From an optimization exercise on the open Yosys and OpenROAD flow, aimed at small area; shortcuts taken in it are not production practice.
Function was checked by simulation only, so behaviour that the tests miss may differ from the original.
Power figures rest on the tool's default switching activity, not on a simulated workload.

==> wip/cedar: inputs <==
## bemicro_top
module bemicro_top(
   input  wire CLK_FPGA_50M,
   input  wire RST_N,
   input  wire CPU_RST_N,
   input  wire PBSW_N,
   output wire F_LED0,
   output wire F_LED1,
   output wire F_LED2,
   output wire F_LED3,
   output wire F_LED4,
   output wire F_LED5,
   output wire F_LED6,
   output wire F_LED7
   );
==> module binary_counter, before the edit <==
module binary_counter(v, down, inc, u);
   input  [7:0] v;
   input        down;
   input        inc;
   output [7:0] u;
   wire [7:0] w = v ^ {8{down}};
   wire [7:0] t;
   assign t[0] = inc;
   genvar i;
   generate
      for (i = 1; i < 8; i = i + 1) begin : g
         assign t[i] = t[i-1] & w[i-1];
      end
   endgenerate
   assign u = v ^ t;
endmodule
==> module bemicro_top, before the edit <==
module bemicro_top(
   input  wire CLK_FPGA_50M,
   input  wire RST_N,
   input  wire CPU_RST_N,
   input  wire PBSW_N,
   output wire F_LED0,
   output wire F_LED1,
   output wire F_LED2,
   output wire F_LED3,
   output wire F_LED4,
   output wire F_LED5,
   output wire F_LED6,
   output wire F_LED7
   );
   wire clk = CLK_FPGA_50M;
   reg         rst_done;            
   wire [11:0] t2;                  
   wire        rs = ~(RST_N & rst_done);
   wire        t2_is31;
   always @(posedge clk)
     rst_done <= RST_N & (rst_done | t2_is31);
   reg [1:0] pb_s0, pb_s1, pb_in;
   always @(posedge clk) begin
      pb_s0 <= {PBSW_N, CPU_RST_N};
      pb_s1 <= pb_s0;
      pb_in <= pb_s1;
   end
   wire p0 = ~pb_in[0];
   wire p1 = ~pb_in[1];
   wire r0, r1;
   counter_sat #(.WIDTH(12), .START(12'hd41), .TAPS(12'h883)) PB0_CNTR
     (.clk(clk), .clear(p0 | ~rst_done), .ready(r0));
   counter_sat #(.WIDTH(10), .START(10'h177), .TAPS(10'h204)) PB1_CNTR
     (.clk(clk), .clear(p1 | ~rst_done), .ready(r1));
   wire e0 = p0 & ~p1 & r0;
   wire e1 = p1 & ~p0 & r1;
   wire em = p0 & p1 & (r0 | r1);
   reg [1:0] mode;
   always @(posedge clk)
     if (rs)
       mode <= 2'd0;
     else if (em)
       mode <= mode + 2'd1;
   wire sel0 = (mode == 2'd0) & rst_done;   
   wire sel1 = (mode == 2'd1);
   wire sel2 = (mode == 2'd2);
   wire sel3 = (mode == 2'd3);
   wire [7:0] c0, c1, l2, l3;
   wire [7:0] v = ({8{sel0}} & c0) | ({8{sel1}} & c1) |
                  ({8{sel2}} & l2) | ({8{sel3}} & l3);
   wire [7:0] u;
   binary_counter step_unit(.v(v), .down(~e0), .inc(rst_done), .u(u));
   wire run2, run3;
   gray_counter counter0(.clk(clk), .load(~rst_done | (sel0 & (e0 | e1))), .d(u), .q(c0));
   gray_counter counter1(.clk(clk), .load(~rst_done | (sel1 & (e0 | e1))), .d(u), .q(c1));
   life_1d #(.RULE150(0)) life_1d_0
     (.clk(clk), .rs(~rst_done), .count_en(~rst_done), .rst_n(RST_N),
      .event0(sel2 & e0), .event1(sel2 & e1), .d(u), .q(l2), .timer(t2));
   life_1d #(.RULE150(1)) life_1d_1
     (.clk(clk), .rs(~rst_done), .count_en(1'b0), .rst_n(1'b1),
      .event0(sel3 & e0), .event1(sel3 & e1), .d(u), .q(l3), .timer());
   assign t2_is31 = t2[11] & ~t2[8] & ~t2[2];
   wire [7:0] led = v ^ ({1'b0, v[7:1]} & {8{sel1}});
   assign {F_LED0,F_LED1,F_LED2,F_LED3,F_LED4,F_LED5,F_LED6,F_LED7} = ~led;
endmodule
export LEC_CHECK = 0
export CAP_MARGIN = 20
export CORE_MARGIN = 2
export CORE_UTILIZATION = 40
export SLEW_MARGIN = 20
create_clock -name core_clock -period 5.0 [get_ports {CLK_FPGA_50M}]
standard.sh (not shown) runs the stock make flow with config.mk's settings and CLKGATE_MAP_FILE= SYNTH_SCRIPT=/design/flow/synth_recipe.tcl, a recipe that flattens the netlist after the stock synthesis.
==> flow/flow/run.sh <==
#!/bin/bash
# Standard ORFS layout, with buf_1 cells as the port buffers.
set -e
export BUFFER_PORTS_ARGS="-buffer_cell sky130_fd_sc_hd__buf_1"
bash standard.sh > standard.log 2>&1
==> wip/pepper (differences from wip/cedar) <==
==> flow/run.sh (new file) <==
#!/bin/bash
# synth_recipe.tcl (not shown) runs the flow's synth.tcl, then flattens the netlist and writes it again
# the make line also repeats each setting of config.mk as NAME=value (left out here)
make -C /OpenROAD-flow-scripts/flow DESIGN_CONFIG=/design/flow/config.mk WORK_HOME=/design/flow/orfs CLKGATE_MAP_FILE= SYNTH_SCRIPT=/design/flow/synth_recipe.tcl finish
--- a/flow/config.mk
+++ b/flow/config.mk
@@ -10,2 +10,5 @@
 export CORE_UTILIZATION = 40
+export CTS_BUF_LIST = sky130_fd_sc_hd__clkbuf_8
+export CTS_CLUSTER_DIAMETER = 200
+export CTS_CLUSTER_SIZE = 50
 export SLEW_MARGIN = 20
removed: flow/flow/run.sh
removed: flow/standard.sh
==> wip/zinc (differences from wip/cedar) <==
--- a/flow/design.v
+++ b/flow/design.v
@@ -17,6 +17,6 @@
 endmodule
-module binary_counter(v, down, inc, u);
+module binary_counter(v, down, clr, u);
    input  [7:0] v;
    input        down;
-   input        inc;
+   input        clr;
    output [7:0] u;
@@ -24,3 +24,3 @@
    wire [7:0] t;
-   assign t[0] = inc;
+   assign t[0] = 1'b1;
    genvar i;
@@ -31,3 +31,3 @@
    endgenerate
-   assign u = v ^ t;
+   assign u = (v ^ t) & {8{~clr}};
 endmodule
@@ -117,5 +117,5 @@
    counter_sat #(.WIDTH(12), .START(12'hd41), .TAPS(12'h883)) PB0_CNTR
-     (.clk(clk), .clear(p0 | ~rst_done), .ready(r0));
+     (.clk(clk), .clear(p0 | rs), .ready(r0));
    counter_sat #(.WIDTH(10), .START(10'h177), .TAPS(10'h204)) PB1_CNTR
-     (.clk(clk), .clear(p1 | ~rst_done), .ready(r1));
+     (.clk(clk), .clear(p1 | rs), .ready(r1));
    wire e0 = p0 & ~p1 & r0;
@@ -129,3 +129,3 @@
        mode <= mode + 2'd1;
-   wire sel0 = (mode == 2'd0) & rst_done;   
+   wire sel0 = (mode == 2'd0);
    wire sel1 = (mode == 2'd1);
@@ -134,14 +134,20 @@
    wire [7:0] c0, c1, l2, l3;
-   wire [7:0] v = ({8{sel0}} & c0) | ({8{sel1}} & c1) |
-                  ({8{sel2}} & l2) | ({8{sel3}} & l3);
+   reg  [7:0] v;
+   always @*
+     case (mode)
+       2'd0: v = c0;
+       2'd1: v = c1;
+       2'd2: v = l2;
+       default: v = l3;
+     endcase
    wire [7:0] u;
-   binary_counter step_unit(.v(v), .down(~e0), .inc(rst_done), .u(u));
+   binary_counter step_unit(.v(v), .down(~e0), .clr(rs), .u(u));
    wire run2, run3;
-   gray_counter counter0(.clk(clk), .load(~rst_done | (sel0 & (e0 | e1))), .d(u), .q(c0));
-   gray_counter counter1(.clk(clk), .load(~rst_done | (sel1 & (e0 | e1))), .d(u), .q(c1));
+   gray_counter counter0(.clk(clk), .load(rs | (sel0 & (e0 | e1))), .d(u), .q(c0));
+   gray_counter counter1(.clk(clk), .load(rs | (sel1 & (e0 | e1))), .d(u), .q(c1));
    life_1d #(.RULE150(0)) life_1d_0
-     (.clk(clk), .rs(~rst_done), .count_en(~rst_done), .rst_n(RST_N),
+     (.clk(clk), .rs(rs), .count_en(~rst_done), .rst_n(RST_N),
       .event0(sel2 & e0), .event1(sel2 & e1), .d(u), .q(l2), .timer(t2));
    life_1d #(.RULE150(1)) life_1d_1
-     (.clk(clk), .rs(~rst_done), .count_en(1'b0), .rst_n(1'b1),
+     (.clk(clk), .rs(rs), .count_en(1'b0), .rst_n(1'b1),
       .event0(sel3 & e0), .event1(sel3 & e1), .d(u), .q(l3), .timer());
==> flow/run.sh (new file) <==
#!/bin/bash
# synth_recipe.tcl (not shown) runs the flow's synth.tcl, then flattens the netlist and writes it again
# the make line also repeats each setting of config.mk as NAME=value (left out here)
make -C /OpenROAD-flow-scripts/flow DESIGN_CONFIG=/design/flow/config.mk WORK_HOME=/design/flow/orfs CLKGATE_MAP_FILE= SYNTH_SCRIPT=/design/flow/synth_recipe.tcl finish
--- a/flow/config.mk
+++ b/flow/config.mk
@@ -9,3 +9,3 @@
 export CORE_MARGIN = 2
-export CORE_UTILIZATION = 40
+export CORE_UTILIZATION = 85
 export SLEW_MARGIN = 20
removed: flow/flow/run.sh
removed: flow/standard.sh
==> wip/maple (differences from wip/cedar) <==
--- a/flow/design.v
+++ b/flow/design.v
@@ -17,6 +17,6 @@
 endmodule
-module binary_counter(v, down, inc, u);
+module binary_counter(v, down, clr, u);
    input  [7:0] v;
    input        down;
-   input        inc;
+   input        clr;
    output [7:0] u;
@@ -24,3 +24,3 @@
    wire [7:0] t;
-   assign t[0] = inc;
+   assign t[0] = 1'b1;
    genvar i;
@@ -31,3 +31,3 @@
    endgenerate
-   assign u = v ^ t;
+   assign u = (v ^ t) & {8{~clr}};
 endmodule
@@ -117,5 +117,5 @@
    counter_sat #(.WIDTH(12), .START(12'hd41), .TAPS(12'h883)) PB0_CNTR
-     (.clk(clk), .clear(p0 | ~rst_done), .ready(r0));
+     (.clk(clk), .clear(p0 | rs), .ready(r0));
    counter_sat #(.WIDTH(10), .START(10'h177), .TAPS(10'h204)) PB1_CNTR
-     (.clk(clk), .clear(p1 | ~rst_done), .ready(r1));
+     (.clk(clk), .clear(p1 | rs), .ready(r1));
    wire e0 = p0 & ~p1 & r0;
@@ -129,3 +129,3 @@
        mode <= mode + 2'd1;
-   wire sel0 = (mode == 2'd0) & rst_done;   
+   wire sel0 = (mode == 2'd0);
    wire sel1 = (mode == 2'd1);
@@ -134,14 +134,20 @@
    wire [7:0] c0, c1, l2, l3;
-   wire [7:0] v = ({8{sel0}} & c0) | ({8{sel1}} & c1) |
-                  ({8{sel2}} & l2) | ({8{sel3}} & l3);
+   reg  [7:0] v;
+   always @*
+     case (mode)
+       2'd0: v = c0;
+       2'd1: v = c1;
+       2'd2: v = l2;
+       default: v = l3;
+     endcase
    wire [7:0] u;
-   binary_counter step_unit(.v(v), .down(~e0), .inc(rst_done), .u(u));
+   binary_counter step_unit(.v(v), .down(~e0), .clr(rs), .u(u));
    wire run2, run3;
-   gray_counter counter0(.clk(clk), .load(~rst_done | (sel0 & (e0 | e1))), .d(u), .q(c0));
-   gray_counter counter1(.clk(clk), .load(~rst_done | (sel1 & (e0 | e1))), .d(u), .q(c1));
+   gray_counter counter0(.clk(clk), .load(rs | (sel0 & (e0 | e1))), .d(u), .q(c0));
+   gray_counter counter1(.clk(clk), .load(rs | (sel1 & (e0 | e1))), .d(u), .q(c1));
    life_1d #(.RULE150(0)) life_1d_0
-     (.clk(clk), .rs(~rst_done), .count_en(~rst_done), .rst_n(RST_N),
+     (.clk(clk), .rs(rs), .count_en(~rst_done), .rst_n(RST_N),
       .event0(sel2 & e0), .event1(sel2 & e1), .d(u), .q(l2), .timer(t2));
    life_1d #(.RULE150(1)) life_1d_1
-     (.clk(clk), .rs(~rst_done), .count_en(1'b0), .rst_n(1'b1),
+     (.clk(clk), .rs(rs), .count_en(1'b0), .rst_n(1'b1),
       .event0(sel3 & e0), .event1(sel3 & e1), .d(u), .q(l3), .timer());
==> flow/run.sh (new file) <==
#!/bin/bash
# synth_recipe.tcl (not shown) runs the flow's synth.tcl, then flattens the netlist and writes it again
# the make line also repeats each setting of config.mk as NAME=value (left out here)
make -C /OpenROAD-flow-scripts/flow DESIGN_CONFIG=/design/flow/config.mk WORK_HOME=/design/flow/orfs CLKGATE_MAP_FILE= SYNTH_SCRIPT=/design/flow/synth_recipe.tcl finish
--- a/flow/config.mk
+++ b/flow/config.mk
@@ -9,3 +9,3 @@
 export CORE_MARGIN = 2
-export CORE_UTILIZATION = 40
+export CORE_UTILIZATION = 70
 export SLEW_MARGIN = 20
removed: flow/flow/run.sh
removed: flow/standard.sh
==> impl_results.md <==
* Post-layout net count at approximately 380
* Minimum clock period at slightly above 4 ns
* Clk pwr share at slightly above 40%
* Combinational power share at about 2.1%
* Commonest cells in the netlist: dfxtp_1 (57), nor2_1 (34), edfxtp_1 (32), nand2_1 (31), xnor2_1 (27)
* Global-route wire length before repair at 17.8 mm
* Post-DP Area at ~0.0040 mm2
* Non-Filler Cell Area, Final at 0.00420 mm2
* Die W at slightly above 70 um
* Layout Skew at about 0.016 ns
* Top-area cell type share of the netlist area at a little under 30%
* Status: timing/DRC/antenna clean
# the run above: wip/zinc

==> impl_results.md <==
* Status: timing/DRC/antenna clean
* Global-route wire length before repair at approximately 12 mm
* Via count at 2,459
* Top-area cell type share of the netlist area at a little under a third
* Layout Skew at between 0.01 and 0.015 ns
* Combinational power share at approximately 1.6%
* Mapped Area at approximately 0.0038 mm2
* Post-layout net count at 372
* Port Buf Inserts at 11
* Net Sw Frac at between 10% and 20%
* Layout area overhead at 12.4%
* Minimum clock period at around 3.7 ns
* DR top layer: met4
* Die W at ~100 um
* Non-Filler Cell Area, Final at 0.00422 mm2
* Post-DP Area at 0.00398 mm2
# the run above: wip/pepper

==> impl_results.md <==
* Global-route wire length before repair at 12.5 mm
* Commonest cells in the netlist: dfxtp_1 (57), nor2_1 (34), edfxtp_1 (32), nand2_1 (31), xnor2_1 (27)
* Die W at 78.4 um
* Minimum clock period at approximately 4 ns
* Non-Filler Cell Area, Final at between 0.004 and 0.005 mm2
* Combinational power share at 1.8%
* Layout Skew at ~0.011 ns
* Status: timing/DRC/antenna clean
* Critical path depth at 7
* Post-layout net count at between 300 and 400
* Post-DP Area at ~0.004 mm2
# the run above: wip/maple

==> impl_results.md <==
* Hold Crit Class: flip-flop to flip-flop
* Status: timing/DRC/antenna clean
* Post-DP Area at between 0.003 and 0.004 mm2
* Top-area cell type share of the netlist area at 30.4%
* Post-layout net count at around 370
* Non-Filler Cell Area, Final at just over 0.004 mm2
* Combinational power share at between 1.5 and 2%
* Die W at 101 um
* Clk pwr share at between 30% and 40%
* Global-route wire length before repair at 12.3 mm
* Minimum clock period at 3.42 ns
* RR Startpoint: mode[1]$_SDFFE_PN0P_
* Commonest cells in the netlist: dfxtp_1 (57), nand2_1 (40), edfxtp_1 (32), xnor2_1 (26), and2_1 (23)
* Flops & latches, synth at 89
* Layout Skew at 0.00807 ns
# the run above: wip/cedar

[static timing again, ports no longer ideal]
No port has a modelled driver above. Below, the same layouts with a new extraction and two added sets of constraints.
Step 1: set_driving_cell puts a clkbuf_16 on CLK_FPGA_50M and a buf_2 on each other input, an assumption about the parent block.
Step 2 times the ports against the registers' clock, not the clock port: input delays grow and output delays shrink by t, the midpoint of the rising clock arrivals with the driver on.
a / b / c = ideal / step 1 / step 2; a / b = the first two.
run | t, ns | setup WS [ns] | worst setup path after step 2 | clock arrival spread, ns | worst register clock-pin slew, ns
wip/cedar | 0.386 | 1.582 / 1.552 / 1.938 | register to output | 0.008 / 0.008 | 0.09 / 0.09
wip/pepper | 0.378 | 1.263 / 1.232 / 1.609 | register to output | 0.012 / 0.013 | 0.09 / 0.09
wip/zinc | 0.404 | 0.873 / 0.841 / 1.245 | register to output | 0.016 / 0.016 | 0.10 / 0.10
wip/maple | 0.388 | 1.074 / 1.044 / 1.432 | register to output | 0.010 / 0.010 | 0.09 / 0.09
After both steps setup and hold are still met in every run listed.
